Background: an optimization exercise with open tools, aiming at small area and a short achievable clock period. Do not read the settings as production practice. In this exercise RTL edits were held to simulation tests only and were not proved equivalent to the original. Power and IR drop assume default switching activity.

File: flow/design.v
module adder(
	a, 
	b, 
	ci, 
	sum,
	N,
	Z,
	C,
	V
);
	input [31:0] a, b;
	input ci;
	output [31:0] sum;
	output N, Z, C, V;
	wire c_msb;
	wire c_30;
	wire [2:0] w_carry;
	cla_8bit CLA_8bit_01 (.a(a[7:0]), .b(b[7:0]), .ci(ci), .s(sum[7:0]), .co(w_carry[0]), .c_30());
	cla_8bit CLA_8bit_02 (.a(a[15:8]),  .b(b[15:8]),  .ci(w_carry[0]), .s(sum[15:8]), .co(w_carry[1]), .c_30());
	cla_8bit CLA_8bit_03 (.a(a[23:16]), .b(b[23:16]), .ci(w_carry[1]), .s(sum[23:16]), .co(w_carry[2]), .c_30());
	cla_8bit CLA_8bit_04 (.a(a[31:24]), .b(b[31:24]), .ci(w_carry[2]), .s(sum[31:24]), .co(c_msb), .c_30(c_30));
	assign N = sum[31];
	assign Z = (sum == 32'h0) ? 1'b1 : 1'b0;
	assign C = c_msb;
	assign V = c_msb ^ c_30;
endmodule
module cla_8bit(
	a, 
	b, 
	ci, 
	s, 
	co,
	c_30
);
	input [7:0] a, b;
	input ci;
	output [7:0] s;
	output co, c_30;
	wire [7:0] g, p;
	wire [7:0] c;
	full_adder fa0(.a(a[0]), .b(b[0]), .ci(ci), .s(s[0]), .g(g[0]), .p(p[0]));
	full_adder fa1(.a(a[1]), .b(b[1]), .ci(c[0]), .s(s[1]), .g(g[1]), .p(p[1]));
	full_adder fa2(.a(a[2]), .b(b[2]), .ci(c[1]), .s(s[2]), .g(g[2]), .p(p[2]));
	full_adder fa3(.a(a[3]), .b(b[3]), .ci(c[2]), .s(s[3]), .g(g[3]), .p(p[3]));
	full_adder fa4(.a(a[4]), .b(b[4]), .ci(c[3]), .s(s[4]), .g(g[4]), .p(p[4]));
	full_adder fa5(.a(a[5]), .b(b[5]), .ci(c[4]), .s(s[5]), .g(g[5]), .p(p[5]));
	full_adder fa6(.a(a[6]), .b(b[6]), .ci(c[5]), .s(s[6]), .g(g[6]), .p(p[6]));
	full_adder fa7(.a(a[7]), .b(b[7]), .ci(c[6]), .s(s[7]), .g(g[7]), .p(p[7]));
	cla_unit_8bit u_cla_unit(
		.g(g), 
		.p(p), 
		.ci(ci), 
		.c(c)
	);
	assign co = c[7];
	assign c_30 = c[6];
endmodule
module cla_unit_8bit(
	g, 
	p, 
	ci, 
	c
);
	input [7:0] g, p;
	input ci;
	output [7:0] c;
	assign c[0] = g[0] | (p[0]&ci);
	assign c[1] = g[1] | (p[1]&c[0]);
	assign c[2] = g[2] | (p[2]&c[1]);
	assign c[3] = g[3] | (p[3]&c[2]);   
	assign c[4] = g[4] | (p[4]&c[3]);   
	assign c[5] = g[5] | (p[5]&c[4]);   
	assign c[6] = g[6] | (p[6]&c[5]);   
	assign c[7] = g[7] | (p[7]&c[6]); 
endmodule 
module full_adder(
	a, 
	b, 
	ci, 
	s, 
	g, 
	p
);
	input a, b, ci;
	output s, g, p;
	assign s = p^ci;
	assign g = a&b;
	assign p = a^b;
endmodule
module alu(
    a_in,
    b_in,
    ALUControl,
    result,
    NZCV
);
    input [31:0] a_in, b_in;
    input [4:0] ALUControl;
    output reg [31:0] result; 
    output [3:0] NZCV;
    reg aN, aZ, aC, aV;            
    wire N, Z, C, V;
    wire [31:0] add_sub_b;
    wire [31:0] adder_result, and_result, or_result, slt_result, xor_result, sll_result, srl_result, sra_result, sltu_result;
    assign add_sub_b = (ALUControl == 5'b1_0000 || ALUControl == 5'b1_1000 || ALUControl == 5'b1_0111) ? ~b_in + 32'h1 : b_in;
    adder u_add_32bit_add(
        .a(a_in),
        .b(add_sub_b),
        .ci(1'b0),
        .sum(adder_result),
        .N(N),
        .Z(Z),
        .C(C),
        .V(V)
    );    
    always@(*)begin
        if (ALUControl == 5'b0_0000 || ALUControl == 5'b1_0111 || ALUControl == 5'b1_1000 || ALUControl == 5'b1_0000) begin
            {aN, aZ, aC, aV} = {N, Z, C, V};
        end
        else if ((ALUControl == 5'b1_0001) || (ALUControl == 5'b1_0010)) begin  
            aN = N;
            aZ = Z;
            aC = (a_in >= b_in) ? 1'b1 : 1'b0;
            aV = 1'b0;
        end
        else if (ALUControl == 5'b0_0001) begin
            aN = and_result[31];
            aZ = (and_result == 32'h0) ? 1'b1 : 1'b0;
            aC = 1'b0;
            aV = 1'b0;
        end
        else if (ALUControl == 5'b0_0010) begin
            aN = or_result[31];
            aZ = (or_result == 32'h0) ? 1'b1 : 1'b0;
            aC = 1'b0;
            aV = 1'b0;
        end
        else if (ALUControl == 5'b0_0011) begin
            aN = xor_result[31];
            aZ = (xor_result == 32'h0) ? 1'b1 : 1'b0;
            aC = 1'b0;
            aV = 1'b0;
        end
        else if (ALUControl == 5'b0_0100) begin
            aN = sll_result[31];
            aZ = (sll_result == 32'h0) ? 1'b1 : 1'b0;
            aC = 1'b0;
            aV = 1'b0;
        end
        else if (ALUControl == 5'b0_0101) begin
            aN = srl_result[31];
            aZ = (srl_result == 32'h0) ? 1'b1 : 1'b0;
            aC = 1'b0;
            aV = 1'b0;
        end
        else if (ALUControl == 5'b0_0110) begin
            aN = sra_result[31];
            aZ = (sra_result == 32'h0) ? 1'b1 : 1'b0;
            aC = 1'b0;
            aV = 1'b0;
        end
        else begin
            {aN, aZ, aC, aV} = 4'h0;	
        end
    end
    assign and_result = a_in & b_in;
    assign or_result = a_in | b_in;
    assign xor_result = a_in ^ b_in;
    assign slt_result = aN ^ aV;
    assign sltu_result = (a_in < b_in)? 32'h1 : 32'h0;
    assign sll_result = a_in << b_in[4:0];
    assign srl_result = a_in >> b_in[4:0];
    assign sra_result = $signed(a_in) >>> b_in[4:0];
    always@(*) begin
        case(ALUControl)
            5'b0_0000 : result = adder_result;         
            5'b1_0000 : result = adder_result;         
            5'b0_0001 : result = and_result;           
            5'b0_0010 : result = or_result;            
            5'b0_0011 : result = xor_result;           
            5'b1_0111 : result = slt_result;           
            5'b1_1000 : result = sltu_result;          
            5'b0_0100 : result = sll_result;           
            5'b0_0101 : result = srl_result;           
            5'b0_0110 : result = sra_result;           
            default : result = 32'h0;
        endcase
    end
    assign NZCV = {aN, aZ, aC, aV};
endmodule
module aludec(
    opcode,
    funct3,
    funct7,
    ALUop,
    ALUControl
);
    input [6:0] opcode;
    input [2:0] funct3;
    input [1:0] ALUop;
    input funct7;
    output reg [4:0] ALUControl;
always@(*)begin                 
        if (ALUop == 2'b00) begin
                ALUControl = 5'b0_0000;
        end
        else if (ALUop == 2'b01) begin           
                if (funct3 == 3'b111)  
                    ALUControl = 5'b1_0001;
                else if (funct3 == 3'b110)  
                    ALUControl = 5'b1_0010;
                else 
                    ALUControl = 5'b1_0000;        
        end
        else if (ALUop == 2'b10) begin
                if (funct3 == 3'b000 && ({opcode[5], funct7} == 2'b00 || {opcode[5], funct7} == 2'b01 || {opcode[5], funct7} == 2'b10))                                             
                    ALUControl = 5'b0_0000;  
                else if (funct3 == 3'b000 && funct7 == 1'b1)	
                    ALUControl = 5'b1_0000;  
                else if (funct3 == 3'b100)
                    ALUControl = 5'b0_0011;  
                else if (funct3 == 3'b001)                     
                    ALUControl = 5'b0_0100;  
                else if (funct3 == 3'b101 && funct7 == 1'b0)
                    ALUControl = 5'b0_0101;  
                else if (funct3 == 3'b101 && funct7 == 1'b1) 
                    ALUControl = 5'b0_0110;  
                else if (funct3 == 3'b010)
                    ALUControl = 5'b1_0111;  
                else if (funct3 == 3'b011)
                    ALUControl = 5'b1_1000;  
                else if (funct3 == 3'b110)
                    ALUControl = 5'b0_0010;  
                else if (funct3 == 3'b111)
                    ALUControl = 5'b0_0001;  
                else if (funct3 == 3'b001 && funct7 == 1'b0)    
                    ALUControl = 5'b0_0100;  
                else 
                    ALUControl = 5'h0;     
        end        
        else begin
            ALUControl = 5'h0;
        end
    end
endmodule
module be_logic(  
    w_d,
    r_d,
    addr_last2,
    funct3,
    be_wd,
    be_rd,
    byte_enable
);
    input [31:0] w_d, r_d;
    input [1:0] addr_last2;
    input [2:0] funct3;
    output reg [31:0] be_wd, be_rd;
    output reg [3:0] byte_enable;
    always @(*) begin
        case (funct3)
            3'b000 : begin  
                case (addr_last2)
                    2'b00 : begin
                        be_rd = {{24{r_d[7]}}, r_d[7:0]};
                        be_wd = {{24'b0}, w_d[7:0]};
                        byte_enable = 4'b0001;
                    end
                    2'b01 : begin
                        be_rd = {{24{r_d[15]}}, r_d[15:8]};
                        be_wd = {{16'b0}, w_d[7:0], {8'b0}};
                        byte_enable = 4'b0010;
                    end
                    2'b10 : begin
                        be_rd = {{24{r_d[23]}}, r_d[23:16]};
                        be_wd = {{8'b0}, w_d[7:0], {16'b0}};
                        byte_enable = 4'b0100;
                    end
                    2'b11 : begin
                        be_rd = {{24{r_d[31]}}, r_d[31:24]};
                        be_wd = {w_d[7:0], {24'b0}};
                        byte_enable = 4'b1000;
                    end
                    default : begin
                        be_rd = 32'h0;
                        be_wd = 32'h0;
                        byte_enable = 4'b0000;
                    end
                endcase
            end
            3'b001 : begin  
                case (addr_last2)
                    2'b00 : begin
                        be_rd = {{16{r_d[15]}}, r_d[15:0]};
                        be_wd = {{16'b0}, w_d[15:0]};
                        byte_enable = 4'b0011;
                    end
                    2'b10 : begin
                        be_rd = {{16{r_d[31]}}, r_d[31:16]};
                        be_wd = {w_d[15:0], {16'b0}};
                        byte_enable = 4'b1100;
                    end
                    default : begin
                        be_rd = 32'h0;
                        be_wd = 32'h0;
                        byte_enable = 4'b0000;
                    end
                endcase
            end
            3'b010 : begin  
                case (addr_last2)
                    2'b00 : begin
                        be_rd = r_d;
                        be_wd = w_d;
                        byte_enable = 4'b1111;
                    end
                    default : begin
                        be_rd = 32'h0;
                        be_wd = 32'h0;
                        byte_enable = 4'b0000;
                    end
                endcase
            end
            3'b100 : begin  
                case (addr_last2)
                    2'b00 : begin
                        be_rd = {{24'b0}, r_d[7:0]};
                        be_wd = {{24'b0}, w_d[7:0]};
                        byte_enable = 4'b0001;
                    end
                    2'b01 : begin
                        be_rd = {{24'b0}, r_d[15:8]};
                        be_wd = {{16'b0}, w_d[7:0], {8'b0}};
                        byte_enable = 4'b0010;
                    end
                    2'b10 : begin
                        be_rd = {{24'b0}, r_d[23:16]};
                        be_wd = {{8'b0}, w_d[7:0], {16'b0}};
                        byte_enable = 4'b0100;
                    end
                    2'b11 : begin
                        be_rd = {{24'b0}, r_d[31:24]};
                        be_wd = {w_d[7:0], {24'b0}};
                        byte_enable = 4'b1000;
                    end
                    default : begin
                        be_rd = 32'h0;
                        be_wd = 32'h0;
                        byte_enable = 4'b0000;
                    end
                endcase
            end
            3'b101 : begin  
                case (addr_last2)
                    2'b00 : begin
                        be_rd = {{16'b0}, r_d[15:0]};
                        be_wd = {{16'b0}, w_d[15:0]};
                        byte_enable = 4'b0011;
                    end
                    2'b10 : begin
                        be_rd = {{16'b0}, r_d[31:16]};
                        be_wd = {w_d[31:16], {16'b0}};
                        byte_enable = 4'b1100;
                    end
                    default : begin
                        be_rd = 32'h0;
                        be_wd = 32'h0;
                        byte_enable = 4'b0000;
                    end
                endcase
            end
            3'b110 : begin  
                case (addr_last2)    
                    2'b00 : begin
                        be_rd = r_d;
                        be_wd = w_d;
                        byte_enable = 4'b1111;
                    end
                    default : begin
                        be_rd = 32'h0;
                        be_wd = 32'h0;
                        byte_enable = 4'b0000;
                    end
                endcase
            end
            default : begin
                be_rd = 32'h0;
                be_wd = 32'h0;
                byte_enable = 4'b0000;
            end
        endcase
    end
endmodule
module blogic(
    funct3,
    opcode,
    N,
    Z,
    C,
    V,
    Branch,
    Jal,
    Jalr,
    PCSrc
);
input [2:0] funct3;
input [6:0] opcode;
input N, Z, C, V;
input Branch, Jal, Jalr;
output reg [1:0] PCSrc;
reg Btaken;
always @(*) begin
    Btaken = 1'b0;
    if (Branch == 1'b1) begin
        if (funct3 == 3'b000) begin
            Btaken = (Z == 1'b1)? 1'b1 : 1'b0;  
        end
        else if (funct3 == 3'b001) begin
            Btaken = (Z == 1'b0)? 1'b1 : 1'b0;  
        end
        else if (funct3 == 3'b100) begin
            Btaken = (N != V)? 1'b1 : 1'b0;  
        end
        else if (funct3 == 3'b110) begin
            Btaken = (C == 1'b0)? 1'b1 : 1'b0;  
        end
        else if (funct3 == 3'b111) begin
            Btaken = (C == 1'b1)? 1'b1 : 1'b0;  
        end
        else if (funct3 == 3'b101) begin
            Btaken = ((N == V)) ? 1'b1 : 1'b0;  
        end
    end
    else begin
        Btaken = 1'b0;
    end
end
always @(*) begin
    if ((Btaken == 1'b1) && (opcode == 7'b110_0011)) begin
        PCSrc = 2'b01;
    end
    else if (Jal == 1'b1) begin  
        PCSrc = 2'b01;
    end
    else if (Jalr == 1'b1) begin  
        PCSrc = 2'b10;
    end
    else begin
        PCSrc = 2'b00;
    end
end
endmodule
module controller(
    opcode,
    funct3,
    funct7,
    ResultSrc,
    MemWrite,
    ALUSrc_A,
    ALUSrc_B,
    ImmSrc,
    RegWrite,
    ALUControl,
    Branch,
    Jal,
    Jalr,
    Csr
);
    input [6:0] opcode;
    input [2:0] funct3;
    input funct7;
    output MemWrite, ALUSrc_B, RegWrite;
    output [1:0] ResultSrc, ALUSrc_A;
    output Branch, Jal, Jalr;
    output [2:0] ImmSrc;
    output [4:0] ALUControl;
    output Csr;
    wire [1:0] ALUop;
    wire MemWrite, ALUSrc_B, RegWrite, Branch, BranchE, Jal, Jalr;
    wire [1:0] ResultSrc, ALUSrc_A;
    wire [2:0] ImmSrc;
    wire [4:0] ALUControl;
    wire [31:0] InstrD;
    wire [2:0] funct3E;
    maindec mdec(
        .opcode(opcode),
        .Branch(Branch),
        .ResultSrc(ResultSrc),
        .MemWrite(MemWrite),
        .ALUSrc_A(ALUSrc_A),
        .ALUSrc_B(ALUSrc_B),
        .ImmSrc(ImmSrc),
        .RegWrite(RegWrite),
        .Jal(Jal),
        .Jalr(Jalr),
        .ALUop(ALUop),
        .Csr(Csr)
    );
    aludec adec(
        .opcode(opcode),
        .funct3(funct3),
        .funct7(funct7),
        .ALUop(ALUop),
        .ALUControl(ALUControl)
    );
endmodule
module datapath(
    clk,
    n_rst,
    Instr,          
    ReadData,       
    PCSrc,          
    ResultSrcW,
    ResultSrcE0,
    ALUControlE,
    ALUSrc_AE,
    ALUSrc_BE,
    ImmSrcD,
    RegWriteM,
    RegWriteW,
    Csr,
    PCF,             
    ALUResult,      
    WriteData,      
    NZCV,  
    byte_enable,
    opcode,
    funct3,
    funct7,
    FlushE,
    funct3E
);
    parameter   RESET_PC = 32'h1000_0000;
    input clk, n_rst, ALUSrc_BE, RegWriteM, RegWriteW, Csr, ResultSrcE0;
    input [31:0] Instr, ReadData;
    input [1:0] ResultSrcW, PCSrc, ALUSrc_AE;
    input [2:0] ImmSrcD;
    input [4:0] ALUControlE;
    output [31:0] PCF, ALUResult;
    output [31:0] WriteData;
    output [3:0] NZCV;
    output [3:0] byte_enable;
    output [6:0] opcode;
    output [2:0] funct3;
    output funct7;
    output FlushE;
    output [2:0] funct3E;
    wire [31:0] PC_next, PC_target, PC_Plus4;
    wire [31:0] ImmExt, be_rd, be_wd, ReadDataW;
    wire [31:0] SrcA, bef_SrcB;
    wire [31:0] SrcB, bef_SrcA;
    wire [31:0] Result;
    wire [4:0] uImm;
    wire [31:0] PC_Plus4F, PC_Plus4D, PC_Plus4E, PC_Plus4M, PC_Plus4W;
    wire [31:0] PC_targetE;
    wire [31:0] PCD, PCE;
    wire [31:0] ALUResultE, ALUResultM, ALUResultW;
    wire [31:0] ResultW, ImmExtE, InstrD, WriteDataM, WriteDataW, InstrF;
    wire [2:0] funct3D, funct3E, funct3M, funct3W;
    wire [31:0] RD1E, RD2E;
    wire [4:0] RdE, RdW, RdM;
    wire [1:0] ResultSrcE;
    wire [4:0] Rs1D = InstrD[19:15];
    wire [4:0] Rs2D = InstrD[24:20];
    wire [4:0] Rs1E, Rs2E;
    wire StallF, StallD, FlushD, FlushE;
    reg [31:0] tohost_csr;
    assign WriteData = be_wd;
    assign uImm = Instr[19:15];
    always @(*) begin
        if (Csr == 1'b1) begin
            case (Instr[14:12])
                3'b001 : tohost_csr = bef_SrcA;
                3'b101 : tohost_csr = {27'b0, {uImm}};
                default : tohost_csr = 32'h0;
            endcase
        end
        else
            tohost_csr = 32'h0;
    end
    mux3 u_pc_mux3(
        .in0(PC_Plus4F),
        .in1(PC_targetE),
        .in2(ALUResultE),
        .sel(PCSrc),
        .out(PC_next)
    );
    flopenr # (
        .RESET_VALUE (RESET_PC),
        .WIDTH(32)
    ) u_pc_register(
        .clk(clk),
        .n_rst(n_rst),
        .en(~StallF),
        .clr(1'b0),
        .d(PC_next),
        .q(PCF)
    );
    adder u_pc_plus4(
        .a(PCF), 
        .b(32'h4), 
        .ci(1'b0), 
        .sum(PC_Plus4F),
        .N(),
        .Z(),
        .C(),
        .V()
    );
    pipeline_FD # (
        .RESET_PC(RESET_PC)
    ) u_pipeline_FD(
        .clk(clk),
        .n_rst(n_rst),
        .en(~StallD),
        .clr(FlushD),
        .InstrF(Instr),
        .PCF(PCF),
        .PC_Plus4F(PC_Plus4F),
        .InstrD(InstrD),
        .PCD(PCD),
        .PC_Plus4D(PC_Plus4D)
    );
    assign opcode = InstrD[6:0];
    assign funct3 = InstrD[14:12];
    assign funct7 = InstrD[30];
    extend u_Extend(
        .ImmSrc(ImmSrcD),
        .in(InstrD[31:7]),
        .out(ImmExt)
    );
    reg_file_async rf (
        .clk        (clk),
        .clkb       (clk),
        .we         (RegWriteW),
        .ra1        (InstrD[19:15]),
        .ra2        (InstrD[24:20]),
        .wa         (RdW),
        .wd         (ResultW),
        .rd1        (bef_SrcA),
        .rd2        (bef_SrcB)
    );
    wire [31:0] RD1D, RD2D;
    wire [1:0]  ForwardAE, ForwardBE, ForwardAD, ForwardBD;
    mux3 u_SrcA_mux3(
        .in0(bef_SrcA),
        .in1(ResultW),
        .in2(ALUResultM),
        .sel(ForwardAD),
        .out(RD1D)
    );
    mux3 u_SrcB_mux3(
        .in0(bef_SrcB),
        .in1(ResultW),
        .in2(ALUResultM),
        .sel(ForwardBD),
        .out(RD2D)
    );
    pipeline_DE # (
        .RESET_PC(RESET_PC)
    ) u_pipeline_DE(
        .clk(clk),
        .n_rst(n_rst),
        .clr(FlushE),
        .bef_SrcA(RD1D),
        .bef_SrcB(RD2D),
        .PCD(PCD),
        .Rs1D(InstrD[19:15]),
        .Rs2D(InstrD[24:20]),
        .RdD(InstrD[11:7]),
        .funct3D(InstrD[14:12]),
        .ImmExtD(ImmExt),
        .PC_Plus4D(PC_Plus4D),
        .RD1E(RD1E),
        .RD2E(RD2E),
        .PCE(PCE),
        .Rs1E(Rs1E),
        .Rs2E(Rs2E),
        .RdE(RdE),
        .funct3E(funct3E),
        .ImmExtE(ImmExtE),
        .PC_Plus4E(PC_Plus4E)
    );
    adder u_pc_target(
        .a(PCE), 
        .b(ImmExtE), 
        .ci(1'b0), 
        .sum(PC_targetE),
        .N(),
        .Z(),
        .C(),
        .V()
    );
    wire [31:0] SrcAE, SrcBE;
    mux3 u_RD1E_mux3(
        .in0(RD1E),
        .in1(ResultW),
        .in2(ALUResultM),
        .sel(ForwardAE),
        .out(SrcA)
    );
    mux3 u_RD2E_mux3(
        .in0(RD2E),
        .in1(ResultW),
        .in2(ALUResultM),
        .sel(ForwardBE),
        .out(SrcB)
    );
    mux2 u_alu_mux2(
        .in0(SrcB),
        .in1(ImmExtE),
        .sel(ALUSrc_BE),
        .out(SrcBE)
    );
    mux3 u_alu_mux3(
        .in0(SrcA),
        .in1(PCE),
        .in2(32'd0),
        .sel(ALUSrc_AE),
        .out(SrcAE)
    );
    alu u_ALU(
        .a_in(SrcAE),
        .b_in(SrcBE),
        .ALUControl(ALUControlE),
        .result(ALUResultE),
        .NZCV(NZCV)
    );
    pipeline_EM  # (
        .RESET_PC(RESET_PC)
    ) u_pipeline_EM(
        .clk(clk),
        .n_rst(n_rst),
        .ALUResultE(ALUResultE),
        .WriteDataE(SrcB),
        .RdE(RdE),
        .funct3E(funct3E),
        .PC_Plus4E(PC_Plus4E),
        .ALUResultM(ALUResultM),
        .WriteDataM(WriteDataM),
        .RdM(RdM),
        .funct3M(funct3M),
        .PC_Plus4M(PC_Plus4M)
    );
    be_logic u_be_logic_m(  
        .w_d(WriteDataM),
        .r_d(),
        .addr_last2(ALUResultM[1:0]),
        .funct3(funct3M),
        .be_wd(be_wd),
        .be_rd(),
        .byte_enable(byte_enable)
    );
    be_logic u_be_logic_w(  
        .w_d(),
        .r_d(ReadDataW),
        .addr_last2(ALUResultW[1:0]),
        .funct3(funct3W),
        .be_wd(),
        .be_rd(be_rd),
        .byte_enable()
    );
    pipeline_MW  # (
        .RESET_PC(RESET_PC)
    ) u_pipeline_MW(
        .clk(clk),
        .n_rst(n_rst),
        .ALUResultM(ALUResultM),
        .ReadData(ReadData),
        .RdM(RdM),
        .PC_Plus4M(PC_Plus4M),
        .funct3M(funct3M),
        .ALUResultW(ALUResultW),
        .ReadDataW(ReadDataW),
        .RdW(RdW),
        .PC_Plus4W(PC_Plus4W),
        .funct3W(funct3W)
    );
    assign ALUResult = ALUResultM;
    hazard_unit u_hazard_unit(
        .Rs1D(InstrD[19:15]),
        .Rs2D(InstrD[24:20]),
        .RdE(RdE),
        .Rs1E(Rs1E),
        .Rs2E(Rs2E),
        .RdM(RdM),
        .RdW(RdW),
        .RegWriteM(RegWriteM),
        .RegWriteW(RegWriteW),
        .ResultSrcE0(ResultSrcE0),
        .PCSrcE(PCSrc),
        .ForwardAE(ForwardAE),
        .ForwardBE(ForwardBE),
        .ForwardAD(ForwardAD),
        .ForwardBD(ForwardBD),
        .StallF(StallF),
        .StallD(StallD),
        .FlushE(FlushE),
        .FlushD(FlushD)
    );
    mux3 u_result_mux3(
        .in0(ALUResultW),
        .in1(be_rd),
        .in2(PC_Plus4W),
        .sel(ResultSrcW),
        .out(ResultW)
    );
endmodule
module extend(
    ImmSrc,
    in,
    out
);
    input [2:0] ImmSrc;
    input [24:0] in;      
    output reg [31:0] out;
    always@(*) begin
        if (ImmSrc == 3'b000)                                          
           out = {{20{in[24]}}, in[24:13]};           		 
        else if (ImmSrc == 3'b001)                                     
            out = {{20{in[24]}}, in[24:18], in[4:0]};		
        else if (ImmSrc == 3'b010)                                     
            out = {{20{in[24]}}, in[0], in[23:18], in[4:1], 1'b0};	 
        else if (ImmSrc == 3'b011)                                     
            out = {{12{in[24]}}, in[12:5], in[13], in[23:14], 1'b0};   	
        else if (ImmSrc == 3'b100)                                     
            out = {{{in[24:5]}}, 12'b0};
        else
            out = 32'h0;
    end
endmodule
module flopenr(
	clk,
	n_rst,
	en,
	clr,
	d,
	q
);
    parameter RESET_VALUE = 32'h0000_0000;
	parameter WIDTH = 32;
	input clk, n_rst, en, clr;
	input [WIDTH - 1:0] d;
	output reg [WIDTH - 1:0] q;	
	always@(posedge clk) begin
		if(!n_rst | clr) begin
			q <= 32'h0;
		end
		else begin
			if(en)
				q <= d;
			else 
				q <= q;
		end		
	end
endmodule
module flopr(
	clk,
	n_rst,
	clr,
	d,
	q
);
    parameter RESET_VALUE = 32'h0000_0000;
	parameter WIDTH = 32;
	input clk, n_rst, clr;
	input [WIDTH - 1:0] d;
	output reg [WIDTH - 1:0] q;	
	always@(posedge clk) begin 
		if(!n_rst | clr) begin
			q <= RESET_VALUE;
		end
		else begin
			q <= d;
		end		
	end
endmodule
module hazard_unit(   
    Rs1D,
    Rs2D,
    RdE,
    Rs1E,
    Rs2E,
    RdM,
    RdW,
    RegWriteM,
    RegWriteW,
    ResultSrcE0,
    PCSrcE,
    ForwardAE,
    ForwardBE,
    ForwardAD,
    ForwardBD,
    StallF,
    StallD,
    FlushE,
    FlushD
);
input [4:0] Rs1D, Rs2D, Rs1E, Rs2E, RdM, RdW, RdE;
input RegWriteM, RegWriteW, ResultSrcE0;
input [1:0] PCSrcE;
output [1:0] ForwardAE, ForwardBE, ForwardAD, ForwardBD;
output StallF, StallD, FlushE, FlushD;
wire lwStall;
assign ForwardAE = ((Rs1E == RdM) && RegWriteM) && (Rs1E != 0) ? 2'b10 :
                    ((Rs1E == RdW) && RegWriteW) && (Rs1E != 0) ? 2'b01 : 2'b00;
assign ForwardBE = ((Rs2E == RdM) && RegWriteM) && (Rs2E != 0) ? 2'b10 :
                    ((Rs2E == RdW) && RegWriteW) && (Rs2E != 0) ? 2'b01 : 2'b00;
assign ForwardAD = ((Rs1D == RdM) && RegWriteM) && (Rs1D != 0) ? 2'b10 :
                    ((Rs1D == RdW) && RegWriteW) && (Rs1D != 0) ? 2'b01 : 2'b00;
assign ForwardBD = ((Rs2D == RdM) && RegWriteM) && (Rs2D != 0) ? 2'b10 :
                    ((Rs2D == RdW) && RegWriteW) && (Rs2D != 0) ? 2'b01 : 2'b00;
assign lwStall = (ResultSrcE0 && ((Rs1D == RdE) || (Rs2D == RdE))) ? 1'b1 : 1'b0;
assign StallF = lwStall;
assign StallD = lwStall;
assign FlushE = (lwStall | (PCSrcE != 2'b00)) ? 1'b1 : 1'b0;
assign FlushD = (PCSrcE != 2'b00) ? 1'b1 : 1'b0;
endmodule
module maindec(
    opcode,
    Branch,
    ResultSrc,
    MemWrite,
    ALUSrc_A,
    ALUSrc_B,
    ImmSrc,
    RegWrite,
    Jal,
    Jalr,
    ALUop,
    Csr
);
    input [6:0] opcode;
    output reg MemWrite, RegWrite, Jal, Jalr, ALUSrc_B, Branch;
    output reg [1:0] ALUSrc_A, ALUop;
    output reg [1:0] ResultSrc;
    output reg [2:0] ImmSrc;
    output Csr;
    always@(*) begin     
        case(opcode) 
            7'b000_0011 : {RegWrite, ImmSrc, ALUSrc_A, ALUSrc_B, MemWrite, ResultSrc, Branch, ALUop, Jal, Jalr} = 15'b100_0001_0010_0000;      
            7'b010_0011 : {RegWrite, ImmSrc, ALUSrc_A, ALUSrc_B, MemWrite, ResultSrc, Branch, ALUop, Jal, Jalr} = 15'b000_1001_1000_0000;      
            7'b011_0011 : {RegWrite, ImmSrc, ALUSrc_A, ALUSrc_B, MemWrite, ResultSrc, Branch, ALUop, Jal, Jalr} = 15'b100_0000_0000_1000;      
            7'b011_0111 : {RegWrite, ImmSrc, ALUSrc_A, ALUSrc_B, MemWrite, ResultSrc, Branch, ALUop, Jal, Jalr} = 15'b110_0101_0000_0000;      
            7'b110_0011 : {RegWrite, ImmSrc, ALUSrc_A, ALUSrc_B, MemWrite, ResultSrc, Branch, ALUop, Jal, Jalr} = 15'b001_0000_0001_0100;	   
            7'b001_0011 : {RegWrite, ImmSrc, ALUSrc_A, ALUSrc_B, MemWrite, ResultSrc, Branch, ALUop, Jal, Jalr} = 15'b100_0001_0000_1000;      
            7'b110_1111 : {RegWrite, ImmSrc, ALUSrc_A, ALUSrc_B, MemWrite, ResultSrc, Branch, ALUop, Jal, Jalr} = 15'b101_1000_0100_0010;      
            7'b110_0111 : {RegWrite, ImmSrc, ALUSrc_A, ALUSrc_B, MemWrite, ResultSrc, Branch, ALUop, Jal, Jalr} = 15'b100_0001_0100_0001;      
            7'b001_0111 : {RegWrite, ImmSrc, ALUSrc_A, ALUSrc_B, MemWrite, ResultSrc, Branch, ALUop, Jal, Jalr} = 15'b110_0011_0000_0000;      
            7'b111_0011 : {RegWrite, ImmSrc, ALUSrc_A, ALUSrc_B, MemWrite, ResultSrc, Branch, ALUop, Jal, Jalr} = 15'b100_0001_0000_0000;      
            default : {RegWrite, ImmSrc, ALUSrc_A, ALUSrc_B, MemWrite, ResultSrc, Branch, ALUop, Jal, Jalr} = 15'h0;
        endcase
    end
    assign Csr = (opcode == 7'b111_0011)? 1'b1 : 1'b0;
endmodule
module mux2(
	in0,
	in1,
	sel,
	out
);
	input [31:0] in0, in1; 
	input sel;
	output [31:0] out;
	assign out = (sel) ? in1 : in0;
endmodule
module mux3(
	in0,
	in1,
	in2,
	sel,
	out
);
	input [31:0] in0, in1, in2; 
	input [1:0] sel;
	output reg [31:0] out;
	always@(*)begin
		if(sel == 2'b00)
			out = in0;
		else if(sel == 2'b01)
			out = in1;
		else if(sel == 2'b10)
			out = in2;
		else
			out = 32'h0;
	end
endmodule
module pipeline_DE(
    clk,
    n_rst,
    clr,
    bef_SrcA,
    bef_SrcB,
    PCD,
    Rs1D,
    Rs2D,
    RdD,
    funct3D,
    ImmExtD,
    PC_Plus4D,
    RD1E,
    RD2E,
    PCE,
    Rs1E,
    Rs2E,
    RdE,
    funct3E,
    ImmExtE,
    PC_Plus4E
);
parameter   RESET_PC = 32'h1000_0000;
input clk, n_rst, clr;
input [31:0] bef_SrcA, bef_SrcB, PCD, ImmExtD, PC_Plus4D;
input [4:0] Rs1D, Rs2D, RdD;
input [2:0] funct3D;
output [31:0] RD1E, RD2E, PCE, ImmExtE, PC_Plus4E;
output [4:0] RdE, Rs1E, Rs2E;
output [2:0] funct3E;
flopr # (
        .RESET_VALUE (0),
        .WIDTH(32)
) u_RD1_DE(
        .clk(clk),
        .n_rst(n_rst),
        .clr(clr),
        .d(bef_SrcA),
        .q(RD1E)
    );
flopr # (
        .RESET_VALUE (0),
        .WIDTH(32)
) u_RD2_DE(
        .clk(clk),
        .n_rst(n_rst),
        .clr(clr),
        .d(bef_SrcB),
        .q(RD2E)
    );
flopr # (
        .RESET_VALUE (RESET_PC),
        .WIDTH(32)
) u_PC_DE(
        .clk(clk),
        .n_rst(n_rst),
        .clr(clr),
        .d(PCD),
        .q(PCE)
    );
flopr # (
        .RESET_VALUE (0),
        .WIDTH(32)
) u_ImmExt_DE(
        .clk(clk),
        .n_rst(n_rst),
        .clr(clr),
        .d(ImmExtD),
        .q(ImmExtE)
    );
flopr # (
        .RESET_VALUE (RESET_PC + 32'h4),
        .WIDTH(32)
) u_PCPlus4_DE(
        .clk(clk),
        .n_rst(n_rst),
        .clr(clr),
        .d(PC_Plus4D),
        .q(PC_Plus4E)
    );
flopr # (
        .RESET_VALUE (0),
        .WIDTH(5)
) u_Rd_DE(
        .clk(clk),
        .n_rst(n_rst),
        .clr(clr),
        .d(RdD),
        .q(RdE)
    );
flopr #(
        .RESET_VALUE(0),
        .WIDTH(3)
    ) u_funct3_DE
    (
        .clk(clk),
        .n_rst(n_rst),
        .clr(clr),
        .d(funct3D),
        .q(funct3E)
    );
flopr #(
        .RESET_VALUE(0),
        .WIDTH(5)
    ) u_Rs1_DE
    (
        .clk(clk),
        .n_rst(n_rst),
        .clr(clr),
        .d(Rs1D),
        .q(Rs1E)
    );
flopr #(
        .RESET_VALUE(0),
        .WIDTH(5)
    ) u_Rs2_DE
    (
        .clk(clk),
        .n_rst(n_rst),
        .clr(clr),
        .d(Rs2D),
        .q(Rs2E)
    );
endmodule
module pipeline_EM(
    clk,
    n_rst,
    ALUResultE,
    WriteDataE,
    RdE,
    funct3E,
    PC_Plus4E,
    ALUResultM,
    WriteDataM,
    RdM,
    funct3M,
    PC_Plus4M
);
parameter   RESET_PC = 32'h1000_0000;
input clk, n_rst;
input [31:0] ALUResultE, WriteDataE, PC_Plus4E;
input [4:0] RdE;
input [2:0] funct3E;
output [31:0] ALUResultM, WriteDataM, PC_Plus4M;
output [4:0] RdM;
output [2:0] funct3M;
flopr # (
        .RESET_VALUE(0),
        .WIDTH(32)
) u_ALUResult_EM(
        .clk(clk),
        .n_rst(n_rst),
        .clr(1'b0),
        .d(ALUResultE),
        .q(ALUResultM)
    );
flopr # (
        .RESET_VALUE (0),
        .WIDTH(32)
) u_WriteData_EM(
        .clk(clk),
        .n_rst(n_rst),
        .clr(1'b0),
        .d(WriteDataE),
        .q(WriteDataM)
    );
flopr # (
        .RESET_VALUE (RESET_PC + 32'h4),
        .WIDTH(32)
) u_PCPlus4_EM(
        .clk(clk),
        .n_rst(n_rst),
        .clr(1'b0),
        .d(PC_Plus4E),
        .q(PC_Plus4M)
    );
flopr # (
        .RESET_VALUE (0),
        .WIDTH(5)
) u_Rd_EM(
        .clk(clk),
        .n_rst(n_rst),
        .clr(1'b0),
        .d(RdE),
        .q(RdM)
    );
flopr #(
        .RESET_VALUE(0),
        .WIDTH(3)
    ) u_funct3_EM
    (
        .clk(clk),
        .n_rst(n_rst),
        .clr(1'b0),
        .d(funct3E),
        .q(funct3M)
    );
endmodule
module pipeline_FD(
    clk,
    n_rst,
    en,
    clr,
    InstrF,
    PCF,
    PC_Plus4F,
    InstrD,
    PCD,
    PC_Plus4D
);
parameter   RESET_PC = 32'h1000_0000;
input clk, n_rst, en, clr;
input [31:0] InstrF, PCF, PC_Plus4F;
output [31:0] InstrD, PCD, PC_Plus4D;
flopenr # (
        .RESET_VALUE (32'h0000_0033),
        .WIDTH(32)
) u_Instr_FD(
        .clk(clk),
        .n_rst(n_rst),
        .en(en),
        .clr(clr),
        .d(InstrF),
        .q(InstrD)
    );
flopenr # (
        .RESET_VALUE (RESET_PC),
        .WIDTH(32)
) u_PC_FD(
        .clk(clk),
        .n_rst(n_rst),
        .en(en),
        .clr(clr),
        .d(PCF),
        .q(PCD)
    );
flopenr # (
        .RESET_VALUE (RESET_PC + 32'h4),
        .WIDTH(32)
) u_PCPlus4_FD(
        .clk(clk),
        .n_rst(n_rst),
        .en(en),
        .clr(clr),
        .d(PC_Plus4F),
        .q(PC_Plus4D)
    );
endmodule
module pipeline_MW(
    clk,
    n_rst,
    ALUResultM,
    ReadData,
    RdM,
    PC_Plus4M,
    funct3M,
    ALUResultW,
    ReadDataW,
    RdW,
    PC_Plus4W,
    funct3W
);
parameter   RESET_PC = 32'h1000_0000;
input clk, n_rst;
input [31:0] ALUResultM, ReadData, PC_Plus4M;
input [4:0] RdM;
input [2:0] funct3M;
output [31:0] ALUResultW, ReadDataW, PC_Plus4W;
output [4:0] RdW;
output [2:0] funct3W;
flopr # (
        .RESET_VALUE (0),
        .WIDTH(32)
) u_ALUResult_MW(
        .clk(clk),
        .n_rst(n_rst),
        .clr(1'b0),
        .d(ALUResultM),
        .q(ALUResultW)
    );
flopr # (
        .RESET_VALUE (0),
        .WIDTH(32)
) u_ReadData_MW(
        .clk(clk),
        .n_rst(n_rst),
        .clr(1'b0),
        .d(ReadData),
        .q(ReadDataW)
    );
flopr # (
        .RESET_VALUE (RESET_PC + 32'h4),
        .WIDTH(32)
) u_PCPlus4_MW(
        .clk(clk),
        .n_rst(n_rst),
        .clr(1'b0),
        .d(PC_Plus4M),
        .q(PC_Plus4W)
    );
flopr # (
        .RESET_VALUE (RESET_PC),
        .WIDTH(5)
) u_Rd_MW(
        .clk(clk),
        .n_rst(n_rst),
        .clr(1'b0),
        .d(RdM),
        .q(RdW)
    );
flopr #(
        .RESET_VALUE(0),
        .WIDTH(3)
) u_func3_MW(
        .clk(clk),
        .n_rst(n_rst),
        .clr(1'b0),
        .d(funct3M),
        .q(funct3W)
    );
endmodule
module pipeline_cDE(
    clk,
    n_rst,
    clr,
    RegWriteD,
    ResultSrcD,
    MemWriteD,
    ALUControlD,
    ALUSrc_AD,
    ALUSrc_BD,
    BranchD,
    JalD,
    JalrD,
    RegWriteE,
    ResultSrcE,
    MemWriteE,
    ALUControlE,
    ALUSrc_AE,
    ALUSrc_BE,
    BranchE,
    JalE,
    JalrE
);
input clk, n_rst, clr;
input RegWriteD,  MemWriteD, ALUSrc_BD;
input [4:0] ALUControlD;
input [1:0] ALUSrc_AD, ResultSrcD;
input BranchD, JalD, JalrD;
output RegWriteE, MemWriteE, ALUSrc_BE;
output [4:0] ALUControlE;
output [1:0] ALUSrc_AE, ResultSrcE;
output BranchE, JalE, JalrE;
flopr # (
        .RESET_VALUE (0),
        .WIDTH(1)
) u_Regwrite_DE(
        .clk(clk),
        .n_rst(n_rst),
        .clr(clr),
        .d(RegWriteD),
        .q(RegWriteE)
    );
flopr # (
        .RESET_VALUE (0),
        .WIDTH(2)
) u_ResultSrc_DE(
        .clk(clk),
        .n_rst(n_rst),
        .clr(clr),
        .d(ResultSrcD),
        .q(ResultSrcE)
    );
flopr # (
        .RESET_VALUE (0),
        .WIDTH(1)
) u_Memwrite_DE(
        .clk(clk),
        .n_rst(n_rst),
        .clr(clr),
        .d(MemWriteD),
        .q(MemWriteE)
    );
flopr # (
        .RESET_VALUE (0),
        .WIDTH(5)
) u_ALUControl_DE(
        .clk(clk),
        .n_rst(n_rst),
        .clr(clr),
        .d(ALUControlD),
        .q(ALUControlE)
    );
flopr # (
        .RESET_VALUE (0),
        .WIDTH(2)
) u_ALUSrcA_DE(
        .clk(clk),
        .n_rst(n_rst),
        .clr(clr),
        .d(ALUSrc_AD),
        .q(ALUSrc_AE)
    );
flopr # (
        .RESET_VALUE (0),
        .WIDTH(1)
) u_ALUSrcB_DE(
        .clk(clk),
        .n_rst(n_rst),
        .clr(clr),
        .d(ALUSrc_BD),
        .q(ALUSrc_BE)
    );
flopr # (
        .RESET_VALUE (0),
        .WIDTH(3)
) u_Jump_DE(
        .clk(clk),
        .n_rst(n_rst),
        .clr(clr),
        .d({BranchD, JalD, JalrD}),
        .q({BranchE, JalE, JalrE})
    );
endmodule
module pipeline_cEM(
    clk,
    n_rst,
    RegWriteE,  
    ResultSrcE,  
    MemWriteE,  
    RegWriteM,  
    ResultSrcM,  
    MemWriteM  
);
parameter   RESET_PC = 32'h1000_0000;
input clk, n_rst;
input RegWriteE, MemWriteE;
input [1:0] ResultSrcE;
output RegWriteM, MemWriteM;
output [1:0] ResultSrcM;
flopr # (
        .RESET_VALUE (0),
        .WIDTH(1)
) u_Regwrite_EM(
        .clk(clk),
        .n_rst(n_rst),
        .clr(1'b0),
        .d(RegWriteE),
        .q(RegWriteM)
    );
flopr # (
        .RESET_VALUE (0),
        .WIDTH(2)
) u_ResultSrc_EM(
        .clk(clk),
        .n_rst(n_rst),
        .clr(1'b0),
        .d(ResultSrcE),
        .q(ResultSrcM)
    );
flopr # (
        .RESET_VALUE (0),
        .WIDTH(1)
) u_MemWrite_EM(
        .clk(clk),
        .n_rst(n_rst),
        .clr(1'b0),
        .d(MemWriteE),
        .q(MemWriteM)
    );
endmodule
module pipeline_cMW(
    clk,
    n_rst,
    RegWriteM,
    ResultSrcM,
    RegWriteW,
    ResultSrcW
);
parameter   RESET_PC = 32'h1000_0000;
input clk, n_rst;
input RegWriteM;
input [1:0] ResultSrcM;
output RegWriteW;
output [1:0] ResultSrcW;
flopr # (
        .RESET_VALUE (0),
        .WIDTH(1)
) u_Regwrite_MW(
        .clk(clk),
        .n_rst(n_rst),
        .clr(1'b0),
        .d(RegWriteM),
        .q(RegWriteW)
    );
flopr # (
        .RESET_VALUE (0),
        .WIDTH(2)
) u_ResultSrc_MW(
        .clk(clk),
        .n_rst(n_rst),
        .clr(1'b0),
        .d(ResultSrcM),
        .q(ResultSrcW)
    );
endmodule
module reg_file_async (
    input clk,
    input clkb,
    input we,
    input [4:0] ra1, ra2, wa,
    input [31:0] wd,
    output [31:0] rd1, rd2
);
    parameter DEPTH = 32;
    reg [31:0] mem [0:31];
    assign rd1 = (ra1 != 5'd0) ? mem[ra1] : 32'd0;
    assign rd2 = (ra2 != 5'd0) ? mem[ra2] : 32'd0;
    genvar i;
    generate
        for(i = 1; i < 32 ; i = i+1) begin : REG_FILE
            always @(posedge clkb) begin
                if(i == wa && we) begin
                    mem[i] <= wd;                    
                end
            end
        end
    endgenerate
endmodule
module riscvsingle(
	clk,
	n_rst,
	PC,
	Instr,
	MemWrite,
	ALUResult,
	WriteData,
	ReadData,
    byte_enable
);
	parameter   RESET_PC = 32'h1000_0000;
	input clk, n_rst;
	input [31:0] Instr, ReadData;
	output MemWrite;
	output [31:0] PC, ALUResult, WriteData;
    output [3:0] byte_enable;
	wire [3:0] NZCV;
    wire ALUSrc_BD, RegWriteD, Csr;
    wire [1:0] ResultSrcD, ALUSrc_AD;
    wire BranchD, JalD, JalrD;
	wire [2:0] ImmSrcD;
	wire [4:0] ALUControlD;
	wire MemWriteD;
    wire [6:0] opcode;
    wire [2:0] funct3;
    wire funct7;
	controller u_controller(
        .opcode(opcode),
        .funct3(funct3),
        .funct7(funct7),
        .ResultSrc(ResultSrcD),
        .MemWrite(MemWriteD),
        .ALUSrc_A(ALUSrc_AD),
        .ALUSrc_B(ALUSrc_BD),
        .ImmSrc(ImmSrcD),
        .RegWrite(RegWriteD),
        .ALUControl(ALUControlD),
        .Branch(BranchD),
        .Jal(JalD),
        .Jalr(JalrD),
        .Csr(Csr)
	);
    wire ALUSrc_BE, RegWriteE;
    wire [1:0] ResultSrcE, ALUSrc_AE, PCSrcE;
    wire BranchE, JalE, JalrE;
    wire [2:0] funct3E;
	wire [4:0] ALUControlE;
	wire MemWriteE, FlushE;
    pipeline_cDE u_pipeline_cDE(
        .clk(clk),
        .n_rst(n_rst),
        .clr(FlushE),
        .RegWriteD(RegWriteD),
        .ResultSrcD(ResultSrcD),
        .MemWriteD(MemWriteD),
        .ALUControlD(ALUControlD),
        .ALUSrc_AD(ALUSrc_AD),
        .ALUSrc_BD(ALUSrc_BD),
        .BranchD(BranchD),
        .JalD(JalD),
        .JalrD(JalrD),
        .RegWriteE(RegWriteE),
        .ResultSrcE(ResultSrcE),
        .MemWriteE(MemWriteE),
        .ALUControlE(ALUControlE),
        .ALUSrc_AE(ALUSrc_AE),
        .ALUSrc_BE(ALUSrc_BE),
        .BranchE(BranchE),
        .JalE(JalE),
        .JalrE(JalrE)
    );
    blogic u_blogic(
        .funct3(funct3E),
        .opcode(7'b110_0011),
        .N(NZCV[3]),
        .Z(NZCV[2]),
        .C(NZCV[1]),
        .V(NZCV[0]),
        .Branch(BranchE),
        .Jal(JalE),
        .Jalr(JalrE),
        .PCSrc(PCSrcE)
    );
    wire RegWriteM, MemWriteM;
    wire [1:0] ResultSrcM;
    wire ResultSrcE0 = ResultSrcE[0];
    pipeline_cEM u_pipeline_cEM(
        .clk(clk),
        .n_rst(n_rst),
        .RegWriteE(RegWriteE),  
        .ResultSrcE(ResultSrcE),  
        .MemWriteE(MemWriteE),  
        .RegWriteM(RegWriteM),  
        .ResultSrcM(ResultSrcM),  
        .MemWriteM(MemWriteM)  
    );
    assign MemWrite = MemWriteM;
    wire RegWriteW;
    wire [1:0] ResultSrcW;
    pipeline_cMW u_pipeline_cMW(
        .clk(clk),
        .n_rst(n_rst),
        .RegWriteM(RegWriteM),
        .ResultSrcM(ResultSrcM),
        .RegWriteW(RegWriteW),
        .ResultSrcW(ResultSrcW)
    );
    datapath #(
		.RESET_PC(RESET_PC)
	) i_datapath(
		.clk(clk),
        .n_rst(n_rst),
        .Instr(Instr),        
        .ReadData(ReadData),
        .PCSrc(PCSrcE),
        .ResultSrcW(ResultSrcW),
        .ResultSrcE0(ResultSrcE0),
        .ALUControlE(ALUControlE),
        .ALUSrc_AE(ALUSrc_AE),
        .ALUSrc_BE(ALUSrc_BE),
        .ImmSrcD(ImmSrcD),
        .RegWriteW(RegWriteW),
        .RegWriteM(RegWriteM),
        .Csr(Csr),
        .PCF(PC), 
        .ALUResult(ALUResult),   
        .WriteData(WriteData),      
        .NZCV(NZCV),
        .byte_enable(byte_enable),
        .opcode(opcode),
        .funct3(funct3),
        .funct7(funct7),
        .FlushE(FlushE),
        .funct3E(funct3E)
	);
endmodule
File: flow/run.sh
#!/bin/bash
# synth_recipe.tcl (not shown) runs the flow's synth.tcl, then flattens the netlist and writes it again
# the make line also repeats each setting of config.mk as NAME=value (left out here)
make -C /OpenROAD-flow-scripts/flow DESIGN_CONFIG=/design/flow/config.mk WORK_HOME=/design/flow/orfs CLKGATE_MAP_FILE= SYNTH_SCRIPT=/design/flow/synth_recipe.tcl finish
File: flow/config.mk
export PLATFORM = sky130hd
export DESIGN_NAME = riscvsingle
export DESIGN_NICKNAME = riscvsingle
export VERILOG_FILES = /design/flow/design.v
export SDC_FILE = /design/flow/constraint.sdc
export NUM_CORES = 4
export LEC_CHECK = 0
export CAP_MARGIN = 20
export CORE_MARGIN = 2
export CORE_UTILIZATION = 40
export SLEW_MARGIN = 20
File: flow/constraint.sdc
create_clock -name core_clock -period 16.5 [get_ports {clk}]
set_input_delay 3.3000 -clock core_clock [delete_from_list [all_inputs] [get_ports {clk}]]
set_output_delay 3.3000 -clock core_clock [all_outputs]
set_load 0.01 [all_outputs]
==> summary.txt <==
==> through the flow <==
step,setup TNS (ns),area (um2),instances,hold slack [ns]
2_1_floorplan,0,74000,6626,0.386
3_5_place_dp,-2.33,80100,9061,0.399
4_1_cts,0,85700,9365,0.416
3_3_place_gp,0,80100,9060,0.398
6_report,0,86200,9407,0.413
5_1_grt,-12.85,86200,9382,0.429
==> power by group <==
part	switching, W	internal [W]
sequential	0.0000921	0.00414
combinational	0.00114	0.000467
clock	0.00161	0.00217
==> cells by family after synthesis <==
kind of cell | count (synthesis) | synth area share, %
AOI/OAI and AO/OA | 2074 | 21.1
and+or+nand+nor | 1890 | 13.1
DFF | 1524 | 54.7
buffers and inverters | 707 | 4.06
adders and majority gates | 189 | 3.82
xor gates and xnor gates | 87 | 1.03
muxes | 155 | 2.14
==> layout by cell type (no fill, tap or decap), drive strengths merged, types with 20 or more instances in the layout <==
master,count
buf,396
clkbuf,206
nor4,68
o22ai,35
nand2b,32
a2111oi,23
clkdlybuf4s50,165
xor2,25
inv,135
and3,88
nor2,369
o31ai,35
a222oi,100
o41ai,22
fa,61
dfxtp,532
a22oi,384
edfxtp,992
diode,30
o21a,24
o221ai,23
and2,220
or3,27
mux2i,135
ha,127
a211oi,57
nand2,437
clkinv,68
o21ai,221
nand3,133
mux2,20
a22o,256
nand4,158
a221oi,319
a31oi,53
nor3,276
a21oi,315
xnor2,62
o221a,21
==> routing by layer <==
| layer | up-vias | wire (um) | GRT usage, % |
|---|---|---|---|
| met1 | 33500 | 147000 | 53.8 |
| met4 | 20 | 32600 | 26.7 |
| met3 | 1850 | 62300 | 16.1 |
| met5 | - | 184 | 0.442 |
| li1 | 26300 | - | - |
| met2 | 6925 | 161000 | 56.9 |
==> repair_timing <==
action | CTS | global route
gates resized for setup | 2 | 58
endpoints found under the setup margin | 89 | 317
buffers inserted | 5 | 9
pin swaps | 7 | 54
gates cloned | 2 | 4
hold endpoints to repair | 0 | 0
==> final cells by class <==
type / count / area share [%]
timing repair buffer: 566 / 5.82
clock buffer: 201 / 5.11
clock inverter: 96 / 1.19
sequential: 1524 / 46.9
antenna: 30 / 0.0871
tap: 2464 / 3.58
multi-input combinational: 4395 / 36.7
inverter: 131 / 0.573
==> flip-flops by register name (all words and copies together) (netlist names), 32 cells and up <==
name and cells:
i_datapath.rf.mem 992, i_datapath.u_pc_register.q 32, i_datapath.u_pipeline_DE.u_ImmExt_DE.q 32, i_datapath.u_pipeline_DE.u_PC_DE.q 32, i_datapath.u_pipeline_DE.u_RD1_DE.q 32, i_datapath.u_pipeline_DE.u_RD2_DE.q 32, i_datapath.u_pipeline_EM.u_ALUResult_EM.q 32, i_datapath.u_pipeline_EM.u_PCPlus4_EM.q 32
i_datapath.u_pipeline_EM.u_WriteData_EM.q 32, i_datapath.u_pipeline_FD.u_Instr_FD.q 32, i_datapath.u_pipeline_FD.u_PCPlus4_FD.q 32, i_datapath.u_pipeline_MW.u_ALUResult_MW.q 32, i_datapath.u_pipeline_MW.u_PCPlus4_MW.q 32, i_datapath.u_pipeline_MW.u_ReadData_MW.q 32
==> final timing paths <==
path	to	cells past startpoint	slack, ns
setup / recovery	i_datapath.u_pc_register.q[22]$_SDFFE_PN0N_	55	0.25
hold / removal	i_datapath.u_pipeline_EM.u_PCPlus4_EM.q[28]$_SDFF_PN1_	1	0.41
setup reg to reg	i_datapath.u_pc_register.q[22]$_SDFFE_PN0N_	55	0.25
hold reg to reg	i_datapath.u_pipeline_EM.u_PCPlus4_EM.q[28]$_SDFF_PN1_	1	0.41
==> metrics.md <==
| Metric | Value |
|---|---|
| Vias in the first global route | 63500 |
| Total power | 0.00961 W |
| Root Buffer | clkbuf_16 |
| Starting Density | 40.3% |
| Synthesized Nets | 6880 |
| Core area | 183000 um2 |
| Setup crit end kind | flop |
| CP max-delay cell | or4_4 |
| Crit-path most repeated cell | fa_2 |
| Yosys warnings | 53 |
| DR iter-0 viols | 14600 |
| Register Area | 40400 um2 |
| DP Wirelength | 260 mm |
| Status | finished clean |
| # IOs | 167 |
| CTS buffer count | 160 |
| Crit Path Class | reg2reg |
| CP max stage delay | 0.54 ns |
| Sequential fraction of the synthesis area | 54.7% |
| H-tree levels | 4 |
| Via density | 7.30 |
| Worst-path maximum fanout | 6 |
| # Max-Cap Violations | 0 |
| Fin crit period | 16.25 ns |
| Startpoint Class | flop |
| RSZ-0062 raised after global routing | true |
| Leak pwr | 30.1 nW |
| Tcrit/Tclk final | 98.5% |
| Post-Place Setup Slack | -0.0571 ns |
| Top cell type's share of synthesized area | 40.3% |
| Commonest cells post-synth | edfxtp_1 (992), dfxtp_1 (532), nand2_1 (437) |
| Hold_sp | i_datapath.u_pipeline_DE.u_PCPlus4_DE.q[28]$_SDFF_PP1_ |
| Final Max Slew Viols | 0 |
| Tightest Pin Transition | 1.35 ns |
| Clock buffer depth | 3 |
| Hold Buf Count CTS | 0 |
| Critical path buffers and inverters | 7 |
| Die ar. | 188000 um2 |
| Synth Register Bits | 1524 |
| Worst path top cell family by delay | adder cells |
| Multi-input logic area | 31700 um2 |
| Antenna violations before repair | 37 |
| Post-synth top flop | edfxtp_1 |
| Clock latency on the worst-skew pair | 0.86 ns |
| Setup ws final | 0.253 ns |
| First-pass GRT wire length | 536 mm |
| Chip Height | 434 um |
| Worst vdd rail ir drop | 0.122 mV |
| Core Rows | 157 |
| Synth area leader | edfxtp_1 |
| DRC | 0 |
| EDFF count, synth | 992 |
| Total routing usage reported by global routing | 41.4% |
| RePlAce Congestion | 1.02 |
| Cells after Synth | 6626 |
| Top area cells in the synthesized netlist | edfxtp_1 (40%), dfxtp_1 (14%), a22oi_1 (3.9%) |
| Synthesized area per cell | 11.1 um2 |
| Count leader, synth | edfxtp_1 |
| Routed WL | 403 mm |
| ANT nets after route | 0 |
| Post-synth ARST share | 0% |
| Ratio of cells with drive above 1 in the final layout | 14.4% |
| Fin nets | 7032 |
| Gr ovfl total | 0 |
| Width of the die | 434 um |
| P&R area growth vs syn | 16.7% |
| Vias post-DR | 68700 |
| Hold Path Class | reg2reg |
| CTS clock-pin slew for the worst setup and hold paths | 0.06 ns |
| Crit. Startpoint | i_datapath.u_pipeline_DE.u_Rs2_DE.q[4]$_SDFF_PP0_ |
| Final Hold Vio Count | 0 |
| Crit Reg-Reg Startpoint | i_datapath.u_pipeline_DE.u_Rs2_DE.q[4]$_SDFF_PP0_ |
| Worst Path Required | 17.21 ns |
| Routed wire per std cell | 42.9 um |
| Slew HR | 9.01% |
| Detailed Routing Iterations Pass 1 | 10 |
| IO Port Bufs | 166 |
| Max Freq | 0.0615 GHz |
| Mapped Area | 73900 um2 |
| Filler cell count | 16600 |
| TritonCTS clock tree | done |
| Clock skew | 0.0567 ns |
| Pwr per Cell Area | 111 nW/um2 |
| Final Util | 47.0% |
| Worst EP arrival | 16.96 ns |
| Endpoints failing setup | 0 |
| Largest net degree at the start of global routing | 118 |
| TritonCTS Sinks | 1524 |
| Synth unique cells | 104 |

==> separate check: timing with driven ports <==
In the flow no input, the clock included, has a driving cell. The finished layout below was timed again as built, in two steps.
Step 1: set_driving_cell puts a clkbuf_16 on clk and a buf_2 on each other input, an assumption about the parent block.
Step 2 also shifts input and output timing later by t, the mid clock arrival at the registers, as if the neighbouring blocks saw the same clock.
Three values: ideal ports, drivers, drivers and shift; two values: the first two.
t (ns): 0.918
slack for setup (ns): 0.253 / 0.253 / 0.253
cell pins on the clock port's net: 1
After both steps setup and hold are still met in this run. For this run, drivers alone change the setup slack by 0.000 ns; drivers and shift together by 0.000 ns.
